Source: an optimization exercise on an open RTL-to-GDS flow (aim: small area, a short achievable clock period and few clock cycles). Production flows keep margins and buffers that such runs may drop. Only simulation tests tie the RTL to the original design; equivalence was not proved. Power figures rest on the tool's default switching activity, not on a simulated workload.

Design day12_top, start of the top module:
module day12_top #(
    parameter MAX_REGION_W = 64,
    parameter MAX_REGION_H = 64
) (
    input  wire clk,
    input  wire rst_n,
    input  wire in_valid,
    input  wire [31:0] in_data,
    output wire in_ready,
    output wire out_valid,
    output wire [31:0] out_data,
    input  wire out_ready
);
For scale: roughly 1700 cells after synthesis, roughly 300 flip-flops, ~70 I/O pins, about 19000 um2 of cells after synthesis.
clock: 14.5 ns
lec_check: 0
cap_margin: 20
core_margin: 2
core_utilization: 60
slew_margin: 20
synth_hierarchical: 1
standard.sh (not shown) runs the stock make flow with config.mk's settings and CLKGATE_MAP_FILE= SYNTH_SCRIPT=/design/flow/synth_recipe.tcl, a recipe that flattens the netlist after the stock synthesis.
==> flow/flow/run.sh <==
#!/bin/bash
# The standard layout (the standard.sh: standard synthesis, floorplan,
# placement, CTS, routing), with one change: the buffers that global
# placement puts on every input and output port are buf_2 cells instead of
# the cell buffer_ports picks by default.
set -euo pipefail
export BUFFER_PORTS_ARGS="-buffer_cell sky130_fd_sc_hd__buf_2"
bash standard.sh > standard.log 2>&1
Testbench counts at the start, summed over its fixed seeds: cycles 41,785.
Edit:
--- a/flow/design.v
+++ b/flow/design.v
@@ -24,24 +24,22 @@
 reg  [1:0]  rsub;          
 reg         busy;          
 reg         ovalid;
 reg  [15:0] count;
 reg  [7:0]  cells [0:7];
 reg  [31:0] r_data;
 reg  [31:0] r_a;           
 reg  [3:0]  r_a1w;
 reg         r_v;
 reg         r_wh, r_q1, r_q2, r_end;
-reg         pstall;        
-reg         nrdy;          
-wire accept = in_valid & ~nrdy;
-assign in_ready  = ~nrdy;
+wire accept = in_valid & ~busy;
+assign in_ready  = ~busy;
 assign out_valid = ovalid;
 assign out_data  = {16'd0, count};
 wire [7:0] rhc = r_data[23:16];
 wire       r_ns_zero = (r_data[15:0] == 16'd0);
 wire       r_nr_zero = (r_data[31:16] == 16'd0);
 wire [3:0] r_ns_clamp = (r_data[15:4] != 12'd0 || r_data[3]) ? 4'd8 : {1'b0, r_data[2:0]};
 reg [1:0]  nxt_phase;
 reg [2:0]  nxt_idx;
 reg [3:0]  nxt_sleft;
 reg [6:0]  nxt_wl;
@@ -82,75 +80,75 @@
                     nxt_rleft = rleft - 16'd1;
                     if (rleft == 16'd1)
                         nxt_phase = PH_HDR;
                 end else begin
                     nxt_rsub = rsub + 2'd1;
                 end
             end
         endcase
     end
 end
+wire in_ns_zero = (in_data[15:0] == 16'd0);
+wire in_nr_zero = (in_data[31:16] == 16'd0);
+wire in_hc_zero = (in_data[23:16] == 8'd0);
 wire hdr_in_r  = r_v && (phase == PH_HDR);
 wire rdec      = r_v && (phase == PH_REG) && (rsub == 2'd2);
 wire sdec      = r_v && (phase == PH_SHDR || phase == PH_SDATA) && sdone;
 wire n_last_shape = hdr_in_r ? (r_ns_clamp == 4'd1) : (sdec ? (sleft == 4'd2) : (sleft == 4'd1));
 wire n_rl_zero = hdr_in_r ? r_nr_zero : (rdec ? (rleft == 16'd1) : (rleft == 16'd0));
 wire n_rl_one  = hdr_in_r ? (r_data[31:16] == 16'd1) : (rdec ? (rleft == 16'd2) : (rleft == 16'd1));
 wire n_wl_one  = (r_v && phase == PH_SHDR) ? (rhc[7:2] == 6'd0 && rhc[1:0] != 2'd0) || (rhc == 8'd4)
                                            : ((r_v && phase == PH_SDATA) ? (wl == 7'd2) : (wl == 7'd1));
 wire n_reg = (nxt_phase == PH_REG);
 wire t_wh = accept & n_reg & (nxt_rsub == 2'd0);
 wire t_q1 = accept & n_reg & (nxt_rsub == 2'd1);
 wire t_q2 = accept & n_reg & (nxt_rsub == 2'd2);
 reg  end_if;
 always @(*) begin
     case (nxt_phase)
-        PH_HDR, PH_SHDR: end_if = 1'b0;
+        PH_HDR:   end_if = in_ns_zero & in_nr_zero;
+        PH_SHDR:  end_if = in_hc_zero & n_last_shape & n_rl_zero;
         PH_SDATA: end_if = n_wl_one & n_last_shape & n_rl_zero;
         default:  end_if = (nxt_rsub == 2'd2) & n_rl_one;
     endcase
 end
-wire t_end   = accept & end_if;
-wire t_maybe = accept & ((nxt_phase == PH_HDR) | ((nxt_phase == PH_SHDR) & n_last_shape & n_rl_zero));
-wire late_end = pstall & ((phase == PH_HDR) ? (r_ns_zero & r_nr_zero) : (rhc == 8'd0));
-wire busy_nxt = t_end | late_end | (busy & ~(ovalid & out_ready));
+wire t_end = accept & end_if;
 integer i;
 wire [31:0] a_in = ({32{t_wh}} & {in_data[7:0], in_data[15:8], 8'd0, in_data[23:16]})
                  | ({32{t_q1}} & {cells[3], cells[2], cells[1], cells[0]})
                  | ({32{t_q2}} & {cells[7], cells[6], cells[5], cells[4]});
 always @(posedge clk) begin
     r_data <= in_data;
     r_a    <= a_in;
     r_a1w  <= {4{t_wh}} & in_data[27:24];
     phase <= nxt_phase;
     idx   <= nxt_idx;
     sleft <= nxt_sleft;
     wl    <= nxt_wl;
     rleft <= nxt_rleft;
     rsub  <= nxt_rsub;
     if (r_v && phase == PH_SHDR)
         cells[idx] <= rhc;
     if (!rst_n) begin
         phase <= PH_HDR;
         r_v   <= 1'b0;
         busy  <= 1'b0;
-        pstall <= 1'b0;
-        nrdy  <= 1'b0;
         r_wh <= 1'b0; r_q1 <= 1'b0; r_q2 <= 1'b0; r_end <= 1'b0;
         for (i = 0; i < 8; i = i + 1)
             cells[i] <= 8'd0;
     end else begin
         r_v <= accept;
         r_wh <= t_wh; r_q1 <= t_q1; r_q2 <= t_q2; r_end <= t_end;
-        busy   <= busy_nxt;
-        pstall <= t_maybe;
-        nrdy   <= busy_nxt | t_maybe;
+        if (t_end)
+            busy <= 1'b1;
+        else if (ovalid && out_ready)
+            busy <= 1'b0;
     end
 end
 wire wh = r_wh;
 wire [7:0] by0 = r_data[7:0];
 wire [7:0] by1 = r_data[15:8];
 wire [7:0] by2 = r_data[23:16];
 wire [7:0] by3 = r_data[31:24];
 wire [7:0] a0 = r_a[7:0];
 wire [7:0] a1 = r_a[15:8];     
 wire [7:0] a2 = r_a[23:16];
@@ -1579,21 +1577,21 @@
     sg1_17 <= gm730;
     sm1_17 <= pp361;
     sg1_18 <= gm731;
     sm1_18 <= pp380;
     sg1_19 <= gm732;
     sm1_19 <= ms691;
     p_big <= big;
     if (!rst_n) begin
         p_wh <= 1'b0; p_q2 <= 1'b0; p_end <= 1'b0;
     end else begin
-        p_wh <= r_wh; p_q2 <= r_q2; p_end <= r_end | late_end;
+        p_wh <= r_wh; p_q2 <= r_q2; p_end <= r_end;
     end
 end
 reg  [19:0] acc;
 wire [19:0] sum_s, sum_c;
 wire bh1;
 wire bk2;
 wire bs3;
 wire bc4;
 wire bs5;
 wire bc6;
Effect: Count of clock-buffer cells in the layout decreases by 2; worst setup slack improves by 0.047 ns; worst hold slack hardly moves; non-clock buffer count decreases by 2; wire length decreases by 1.7%; clock power increases by 2.9%; area after synthesis barely changes; final cell count decreases by 0.79%; fmax increases by 1.1%; total power increases by 0.85%; sequential share of layout area decreases by 0.21 points; final area stays flat; register-to-register slack improves by 0.14 ns; critical path depth decreases by 7.
Testbench counts after the change, summed over its fixed seeds: cycles 41,753.

==> what the ideal ports hide <==
The results above use ideal ports. As a check the final layouts listed here were re-extracted and re-timed, cells and wires unchanged. Step 1, drivers: a clkbuf_16 drives clk and a buf_2 each remaining input, both assumed. Step 2, shift: input delay + t, output delay - t, t = (earliest + latest rising clock arrival at the registers) / 2. This alone moves slack from input paths to output paths. Slacks: ideal ports / drivers / drivers and shift; pairs: ideal ports / drivers.
run	t (ns)	setup slack, ns	latest minus earliest clock arrival (ns)	slew at the worst register clock pin (ns)	pins driven straight from the clock port
the first run	0.563	10.189 / 10.189 / 10.189	0.028 / 0.028	0.06 / 0.06	1
the second run	0.562	10.236 / 10.270 / 9.708	0.017 / 0.017	0.06 / 0.06	1
After both steps every run listed still meets setup and hold. For the second run, which loses most, drivers alone change the setup slack by +0.034 ns; drivers and shift together by -0.528 ns.
